Background: an optimization exercise with open tools, aiming at small area and a short achievable clock period. Do not read the settings as production practice.
In this exercise RTL edits were held to simulation tests only and were not proved equivalent to the original.
Power figures rest on the tool's default switching activity, not on a simulated workload.

==> run a <==
==> flow/design.v <==
module mips_core(clk, rst, imem_addr, imem_rdata, dmem_addr, dmem_wdata, dmem_we, dmem_re, dmem_rdata);
input clk, rst;
output [31:0] imem_addr;
input [31:0] imem_rdata;
output [31:0] dmem_addr, dmem_wdata;
output dmem_we, dmem_re;
input [31:0] dmem_rdata;
integer k;
genvar i;
reg  [31:2] pc;
wire [31:2] pc_inc = pc + 30'd1;
reg  [31:0] m_res;
reg         m_take;
always @(posedge clk)
    if (rst) pc <= 30'd0;
    else if (m_take) pc <= m_res[31:2];
    else pc <= pc_inc;
assign imem_addr = {pc, 2'b00};
reg [31:0] d_ins;
reg [31:2] d_pc4;
reg        d_v;
reg [31:1] d_rs_oh, d_rt_oh;
always @(posedge clk)
    for (k = 1; k < 32; k = k + 1) begin
        d_rs_oh[k] <= imem_rdata[25:21] == k;
        d_rt_oh[k] <= imem_rdata[20:16] == k;
    end
always @(posedge clk) begin
    d_ins <= imem_rdata;
    d_pc4 <= pc_inc;
    d_v   <= ~rst;
end
wire [5:0] op    = d_ins[31:26];
wire [4:0] rs    = d_ins[25:21];
wire [4:0] rt    = d_ins[20:16];
wire [4:0] rd    = d_ins[15:11];
wire [4:0] shamt = d_ins[10:6];
wire [5:0] funct = d_ins[5:0];
wire [15:0] imm  = d_ins[15:0];
wire is_r    = op == 6'b000000;
wire is_addi = op == 6'b001000;
wire is_andi = op == 6'b001100;
wire is_ori  = op == 6'b001101;
wire is_lw   = op == 6'b100011;
wire is_sw   = op == 6'b101011;
wire is_beq  = op == 6'b000100;
wire is_bne  = op == 6'b000101;
wire is_br   = is_beq | is_bne;
wire f_sub = funct == 6'b100010;
wire f_and = funct == 6'b100100;
wire f_or  = funct == 6'b100101;
wire f_slt = funct == 6'b101010;
wire f_sll = funct == 6'b000000;
wire f_srl = funct == 6'b000010;
wire r_and = is_r & f_and;
wire r_or  = is_r & f_or;
wire r_slt = is_r & f_slt;
wire r_sub = is_r & f_sub;
wire r_sh  = is_r & (f_sll | f_srl);
wire r_srl = is_r & f_srl;
wire sel_and = r_and | is_andi;
wire sel_or  = r_or  | is_ori;
wire sel_add = ~(sel_and | sel_or | r_slt | r_sh);
wire inv_b   = r_sub | r_slt;
wire use_imm = is_addi | is_andi | is_ori | is_lw | is_sw;
wire zext    = is_andi | is_ori;
wire regwrite = is_r | is_addi | is_andi | is_ori | is_lw;
wire [4:0] wreg = is_r ? rd : rt;
reg  [31:0] w_res;
reg  [4:0]  w_wr;
reg         w_rw, w_lw;
wire [31:0] wd = w_lw ? dmem_rdata : w_res;
wire [31:0] rs_acc [0:31];
wire [31:0] rt_acc [0:31];
assign rs_acc[0] = 32'd0;
assign rt_acc[0] = 32'd0;
generate for (i = 1; i < 32; i = i + 1) begin : g_rf
    reg [31:0] q;
    always @(posedge clk)
        if (w_rw && w_wr == i) q <= wd;
    assign rs_acc[i] = rs_acc[i-1] | ({32{d_rs_oh[i]}} & q);
    assign rt_acc[i] = rt_acc[i-1] | ({32{d_rt_oh[i]}} & q);
end endgenerate
wire [31:0] rs_val = rs_acc[31];
wire [31:0] rt_val = rt_acc[31];
wire [31:0] sext = {{16{imm[15]}}, imm};
wire [31:0] immx = zext ? {16'd0, imm} : sext;
wire [31:0] opa = is_br ? {d_pc4, 2'b00} : rs_val;
wire [31:0] opb = is_br ? {sext[29:0], 2'b00} :
                  use_imm ? immx :
                  inv_b ? ~rt_val : rt_val;
wire [31:0] opd = is_br ? (rs_val ^ rt_val) : rt_val;
wire [4:0]  shn = r_srl ? (5'd0 - shamt) : shamt;
reg [31:0] e_a, e_b, e_d;
reg [4:0]  e_sh, e_wr;
reg        e_srl, e_cin, e_add, e_and, e_or, e_slt, e_shf;
reg        e_rw, e_lw, e_sw, e_beq, e_bne;
always @(posedge clk) begin
    e_a   <= opa;
    e_b   <= opb;
    e_d   <= opd;
    e_sh  <= shn;
    e_wr  <= wreg;
    e_srl <= r_srl;
    e_cin <= inv_b;
    e_add <= sel_add;
    e_and <= sel_and;
    e_or  <= sel_or;
    e_slt <= r_slt;
    e_shf <= r_sh;
    if (rst) begin
        e_rw <= 1'b0; e_lw <= 1'b0; e_sw <= 1'b0; e_beq <= 1'b0; e_bne <= 1'b0;
    end else begin
        e_rw  <= d_v & regwrite;
        e_lw  <= d_v & is_lw;
        e_sw  <= d_v & is_sw;
        e_beq <= d_v & is_beq;
        e_bne <= d_v & is_bne;
    end
end
wire [32:0] sum1 = {e_a, 1'b1} + {e_b, e_cin};
wire [31:0] sum = sum1[32:1];
wire lt = (e_a[31] == e_b[31]) ? e_a[31] : sum[31];
reg [31:0] rot;
always @(*) begin
    rot = e_b;
    if (e_sh[0]) rot = {rot[30:0], rot[31]};
    if (e_sh[1]) rot = {rot[29:0], rot[31:30]};
    if (e_sh[2]) rot = {rot[27:0], rot[31:28]};
    if (e_sh[3]) rot = {rot[23:0], rot[31:24]};
    if (e_sh[4]) rot = {rot[15:0], rot[31:16]};
end
reg [31:0] mask;
always @(*)
    for (k = 0; k < 32; k = k + 1)
        mask[k] = e_srl ? (e_sh == 5'd0 || k < e_sh) : (k >= e_sh);
wire [31:0] res = ({32{e_add}} & sum) |
                  ({32{e_and}} & (e_a & e_b)) |
                  ({32{e_or}}  & (e_a | e_b)) |
                  {31'd0, e_slt & lt} |
                  ({32{e_shf}} & rot & mask);
wire eq = ~|e_d;
wire take = (e_beq & eq) | (e_bne & ~eq);
reg [31:0] m_sd;
reg [4:0]  m_wr;
reg        m_rw, m_lw, m_sw;
always @(posedge clk) begin
    m_res <= res;
    m_sd  <= e_d;
    m_wr  <= e_wr;
    if (rst) begin
        m_rw <= 1'b0; m_lw <= 1'b0; m_sw <= 1'b0; m_take <= 1'b0;
    end else begin
        m_rw <= e_rw; m_lw <= e_lw; m_sw <= e_sw; m_take <= take;
    end
end
assign dmem_addr  = m_res;
assign dmem_wdata = m_sd;
assign dmem_we    = m_sw;
assign dmem_re    = m_lw;
always @(posedge clk) begin
    w_res <= m_res;
    w_wr  <= m_wr;
    w_lw  <= m_lw;
    w_rw  <= rst ? 1'b0 : m_rw;
end
endmodule
==> flow/run.sh <==
#!/bin/bash
# synth_recipe.tcl (not shown) runs the flow's synth.tcl, then flattens the netlist and writes it again
# the make line also repeats each setting of config.mk as NAME=value (left out here)
make -C /OpenROAD-flow-scripts/flow DESIGN_CONFIG=/design/flow/config.mk WORK_HOME=/design/flow/orfs CLKGATE_MAP_FILE= SYNTH_SCRIPT=/design/flow/synth_recipe.tcl finish
==> flow/config.mk <==
export PLATFORM = sky130hd
export DESIGN_NAME = mips_core
export DESIGN_NICKNAME = mips_core
export VERILOG_FILES = /design/flow/design.v
export SDC_FILE = /design/flow/constraint.sdc
export NUM_CORES = 4
export LEC_CHECK = 0
export CAP_MARGIN = 20
export CORE_MARGIN = 2
export CORE_UTILIZATION = 50
export CTS_CLUSTER_DIAMETER = 80
export CTS_CLUSTER_SIZE = 20
export PLACE_DENSITY = 0.55
export SETUP_SLACK_MARGIN = 4.4
export SLEW_MARGIN = 20
==> flow/constraint.sdc <==
create_clock -name core_clock -period 7.0 [get_ports {clk}]
set_input_delay 1.4000 -clock core_clock [delete_from_list [all_inputs] [get_ports {clk}]]
set_output_delay 1.4000 -clock core_clock [all_outputs]
set_load 0.01 [all_outputs]
==> run b: changes against run a <==
==> flow/flow/run.sh (new file) <==
#!/bin/bash
# The standard layout (standard.sh, with the standard synthesis), except that
# ports are buffered with buf_2 cells instead of the delay cells that
# buffer_ports otherwise picks (every port still gets its own buffer).
# Each ORFS step writes its full log under orfs/logs; make's own output goes
# to flow_make.log in this folder.
set -euo pipefail
export BUFFER_PORTS_ARGS="-buffer_cell sky130_fd_sc_hd__buf_2"
bash standard.sh > flow_make.log 2>&1
==> flow/standard.sh (new file) <==
#!/bin/bash
# synth_recipe.tcl (not shown) runs the flow's synth.tcl, then flattens the netlist and writes it again
# the make line also repeats each setting of config.mk as NAME=value (left out here)
make -C /OpenROAD-flow-scripts/flow DESIGN_CONFIG=/design/flow/config.mk WORK_HOME=/design/flow/orfs CLKGATE_MAP_FILE= SYNTH_SCRIPT=/design/flow/synth_recipe.tcl "${@:-finish}"
Settings changed: SETUP_SLACK_MARGIN 4.4 to 4.3.
removed: flow/run.sh
==> run c: changes against run a <==
==> flow/flow/run.sh (new file) <==
#!/bin/bash
# The standard layout (standard.sh, with the standard synthesis), with two
# changes to what ORFS does by default:
#  - ports are buffered with buf_2 cells instead of the delay cells that
#    buffer_ports otherwise picks (every port still gets its own buffer);
#  - clock tree synthesis inserts no dummy load cells.
# Each tool's output goes to the logs under orfs/logs; make's own output to
# flow_make.log in this folder.
set -euo pipefail
export BUFFER_PORTS_ARGS="-buffer_cell sky130_fd_sc_hd__buf_2"
export CTS_ARGS="-sink_clustering_enable -repair_clock_nets -dont_use_dummy_load -sink_clustering_size 20 -sink_clustering_max_diameter 80"
bash standard.sh > flow_make.log 2>&1
==> flow/standard.sh (new file) <==
#!/bin/bash
# synth_recipe.tcl (not shown) runs the flow's synth.tcl, then flattens the netlist and writes it again
# the make line also repeats each setting of config.mk as NAME=value (left out here)
make -C /OpenROAD-flow-scripts/flow DESIGN_CONFIG=/design/flow/config.mk WORK_HOME=/design/flow/orfs CLKGATE_MAP_FILE= SYNTH_SCRIPT=/design/flow/synth_recipe.tcl "${@:-finish}"
Settings changed: SETUP_SLACK_MARGIN 4.4 to 4.3.
removed: flow/run.sh
==> results.txt <==
fill cell count 9,440; RD Place Congestion 0.959; Clock Power Share 26.9%; hpwl dp 143,000 um; status timing/DRC/antenna clean; beginning of the worst hold path e_wr[0]$_DFF_P_; Comb. pwr 3.08 mW; drt first pass iters 11; Clk power about 4.9 mW; Cell Area, Placed a little under 0.06 mm2; post-route setup slack 4.27 ns; Sw Ratio 29.1%; final WL around 260,000 um; crit path cell chain inv_1 -> ha_4 -> nand2_4 -> o211a_4 -> nor4_4 -> o21ai_4 -> a211oi_4 -> nand3_2 -> a31oi_4 -> a211oi_2 -> a311o_1; clock skew 0.0372 ns; multi-input logic area 0.0188 mm2
The numbers above come from run b.

==> results.txt <==
clk cell area share 3.18%; post-route setup slack 4.12 ns; final WL 263,000 um; Synth Area in XOR/XNOR 1.89%; multi-input logic area 0.0188 mm2; GRT Util Overall 44.2%; fill cell count 9,458; setup TNS 0 ns; RD Place Congestion 0.959; Comb. pwr 3.09 mW; Sw Ratio 29.0%; status timing/DRC/antenna clean; Max Fclk 347 MHz; drt first pass iters 10; clock skew roughly 0.068 ns; Cell Area, Placed 0.0597 mm2; Clock Power Share ~26%; hpwl dp between 100,000 and 150,000 um; crit path cell chain fa_1 -> a21oi_4 -> o211a_4 -> nor4_4 -> o21ai_4 -> a211oi_4 -> buf_4 -> nand3_4 -> a31oi_4 -> a211oi_2 -> a311o_1; FF-to-FF path depth 11; beginning of the worst hold path e_wr[0]$_DFF_P_
The numbers above come from run c.

==> results.txt <==
Clk power 5.07 mW; Clock Power Share 26.9%; clock buffer count from CTS between 80 and 90; post-route setup slack about 4.3 ns; multi-input logic area 0.0189 mm2; RD Place Congestion 0.961; Sw Ratio between 20 and 30%; met3 Use GR 15.7%; drt first pass iters 9; fill cell count 9,198; most frequent cells in the layout 992 x edfxtp_1, 638 x a22oi_1, 240 x nand2_1, 240 x nor2_1, 224 x dfxtp_1; final WL 266,000 um; Comb. pwr 3.43 mW; CTS tree done; status timing/DRC/antenna clean; Cell Area, Placed between 0.06 and 0.07 mm2; hpwl dp 140,000 um; crit path cell chain inv_4 -> ha_4 -> a21oi_4 -> o211a_1 -> nor4_4 -> o21ai_4 -> a211oi_4 -> nand3_2 -> a31oi_4 -> a211oi_2 -> a311o_1; clock skew 0.0428 ns
The numbers above come from run a.

port drivers added, routing unchanged:
Ports are ideal in the flow. The routed layouts listed here were re-timed in OpenROAD. Step 1 sets driving cells, clkbuf_16 on the clock port and buf_2 on the other inputs (assumed; they add their load-dependent delay and slew). Step 2 adds t to the input delays and takes it off the output delays; t is the mean of the earliest and latest rising clock arrival at the registers after step 1. Input paths then give back, and output paths get back, about the clock's delay inside the block. a / b / c = ideal / step 1 / step 2; a / b = the first two.
run | t (ns) | setup slack, ns | slew at the worst register clock pin (ns) | pins driven straight from the clock port
run a | 0.781 | 4.282 / 4.282 / 3.941 | 0.09 / 0.09 | 1
run b | 0.760 | 4.265 / 4.257 / 4.265 | 0.09 / 0.09 | 1
run c | 0.747 | 4.115 / 4.115 / 4.115 | 0.09 / 0.09 | 1
After both steps setup and hold are still met in every run listed. For run a, which loses most, drivers alone change the setup slack by 0.000 ns; drivers and shift together by -0.341 ns.
